What follows belongs to an exercise in optimizing a design on an open flow for small area, a short achievable clock period and few clock cycles per item; a production flow would make more cautious choices.
Only simulation tests tie the RTL to the original design; equivalence was not proved.

==> job 7883: inputs <==
// matrixMultiplierSmall
module matrixMultiplierSmall #(
    parameter int WIDTH = 16,
    parameter int N = 3
)(
    input  logic        clk,
    input  logic        rst_n,
    input  logic        start,
    input  logic [N*N*WIDTH-1:0] matrixA,
    input  logic [N*N*WIDTH-1:0] matrixB,
    output logic [N*N*2*WIDTH-1:0] resultMatrix,
    output logic        done
);
    logic [N*N*2*WIDTH-1:0] product;
    systolicArray #(
        .WIDTH(WIDTH),
        .N(N)
    ) systolicArr (
        .matrixA (matrixA),
        .matrixB (matrixB),
        .product (product)
    );
    always_ff @(posedge clk) begin
        done <= start & rst_n;
        if (start)
            resultMatrix <= product;
    end
endmodule
export LEC_CHECK = 0
export CAP_MARGIN = 20
export CORE_MARGIN = 2
export CORE_UTILIZATION = 46
export GPL_TIMING_DRIVEN = 0
export PLACE_DENSITY = 0.6
export SETUP_SLACK_MARGIN = 0.3
export SLEW_MARGIN = 20
export SYNTH_HIERARCHICAL = 1
export BUFFER_PORTS_ARGS = -buffer_cell sky130_fd_sc_hd__buf_4
create_clock -name core_clock -period 8.0 [get_ports {clk}]
standard.sh (not shown) runs the stock make flow with config.mk's settings and CLKGATE_MAP_FILE= SYNTH_SCRIPT=/design/flow/synth_recipe.tcl, a recipe that flattens the netlist after the stock synthesis.
==> flow/flow/run.sh <==
#!/bin/bash
# The standard layout, with two changes:
# - the ports are buffered by buf_4 cells instead of the slow delay buffers
#   buffer_ports picks by default;
# - after the standard synthesis, the a21oi_2 and o21ai_2 cells that ABC sized
#   up inside the small prefix-merge modules go back to their _1 sizes (the
#   same functions); the layout's timing repair sizes up the ones that need it.
set -e
cp standard.sh standard.sh.txt
echo "export BUFFER_PORTS_ARGS = -buffer_cell sky130_fd_sc_hd__buf_4" >> "$FLOW_CONFIG"
RES="$PWD/orfs/results/$FLOW_PLATFORM/matrixMultiplierSmall/base"
bash standard.sh "$RES/1_2_yosys.v" > synth.log 2>&1
python3 flow/downsize.py "$RES/1_2_yosys.v" > downsize.log 2>&1
bash standard.sh > standard.log 2>&1
==> flow/flow/downsize.py <==
#!/usr/bin/env python3
"""Swap sized-up AOI/OAI cells in the synthesized netlist for their _1 sizes."""
import re, sys
path = sys.argv[1]
t = open(path).read()
swaps = {'sky130_fd_sc_hd__a21oi_2': 'sky130_fd_sc_hd__a21oi_1',
         'sky130_fd_sc_hd__o21ai_2': 'sky130_fd_sc_hd__o21ai_1'}
for old, new in swaps.items():
    n = len(re.findall(r'\b%s\b' % old, t))
    t = re.sub(r'\b%s\b' % old, new, t)
    print(f'{old} -> {new}: {n}')
open(path, 'w').write(t)
==> job 471: changes against job 7883 <==
CORE_UTILIZATION = 40   (was 46)
==> comparison <==
- Sequential share of layout area is about the same in job 471 and job 7883.
- In job 7883 the global-route usage is higher than in job 471, by 6.2 points.
- Between job 7883 and job 471, the lower non-clock buffer count is in job 471 (gap 82).
- Flip-flop and latch count is the same in job 7883 and job 471.
- In job 471 the critical path depth is higher than in job 7883, by 2.
- In job 7883 the clock-buffer cell count is lower than in job 471, by 5.
- Of job 471 and job 7883, job 471 has the higher die area (gap 15%, measured against job 7883).
- Between job 7883 and job 471, the lower core utilization is in job 471 (gap 7.0 points).
- Job 471 ran to the end with no violations. Job 7883 ran to the end with no violations.
- Of job 471 and job 7883, job 471 has the higher final cell count (gap about 2.8%, measured against job 7883).
- In job 471 the hold slack is higher than in job 7883, by 18 ps.
==> figures <==
Detail-routed via count per cell: job 7883 6.900; job 471 6.611
Fillcell total: job 7883 30.58k; job 471 36.50k
Last element of the critical path: job 7883 resultMatrix[251]$_DFFE_PP_; job 471 resultMatrix[287]$_DFFE_PP_
Met3 GRT Util: job 7883 12.03%; job 471 10.28%
CTS buffer count: job 7883 38; job 471 40
Non-clock buffer share: job 7883 5.233%; job 471 4.846%
CTS clk-pin slew, worst paths: job 7883 70 ps; job 471 50 ps
Gpl congestion: job 7883 0.9899; job 471 0.9765
Cts repair resizes: job 7883 340; job 471 258
Proportion of cell area occupied by registers: job 7883 4.935%; job 471 4.955%
Smallest setup slack after layout: job 7883 253.3 ps; job 471 331.2 ps
Chip width: job 7883 582.9 um; job 471 624.8 um
Diodes inserted: job 7883 28; job 471 22
Die extent in y: job 7883 582.9 um; job 471 624.8 um
Number of nets in the layout: job 7883 19.55k; job 471 19.47k
Ratio of cells with drive above 1 in the final layout: job 7883 10.33%; job 471 9.520%
Result of the run: job 7883 no timing/DRC/antenna violations; job 471 no timing/DRC/antenna violations
Clock buffer and inverter area fraction after layout: job 7883 0.7159%; job 471 0.7789%
Testbench counts of job 7883, summed over its fixed seeds: cycles 1,608, items 1,600.
Testbench counts of job 471, summed over its fixed seeds: cycles 1,608, items 1,600.

-- what the ideal ports hide --
Ports are ideal in the flow. The routed layouts listed here were re-timed in OpenROAD.
Step 1 sets driving cells, clkbuf_16 on the clock port and buf_2 on the other inputs (assumed; they add their load-dependent delay and slew).
Step 2 moves the port delays by t, midway between the first and last clock arrival at a register: inputs arrive t later, outputs are due t later. That takes back most of the time a late clock gives input paths.
a / b / c = ideal ports / drivers / drivers and shift; a / b = the first two.
| run | t (ns) | slack for setup (ns) | worst setup path at the end | worst data-port slew with drivers (ns) | pins driven straight from the clock port |
|---|---|---|---|---|---|
| job 7883 | 0.831 | 0.253 / 0.190 / -0.640 | input to register | 0.28 | 1 |
| job 471 | 0.845 | 0.331 / 0.230 / -0.616 | input to register | 0.36 | 1 |
Met with ideal ports but missed after step 2: setup timing in job 7883 and job 471. The setup slack of job 471, which loses most, moves by -0.101 ns with the drivers and by -0.947 ns with both steps.
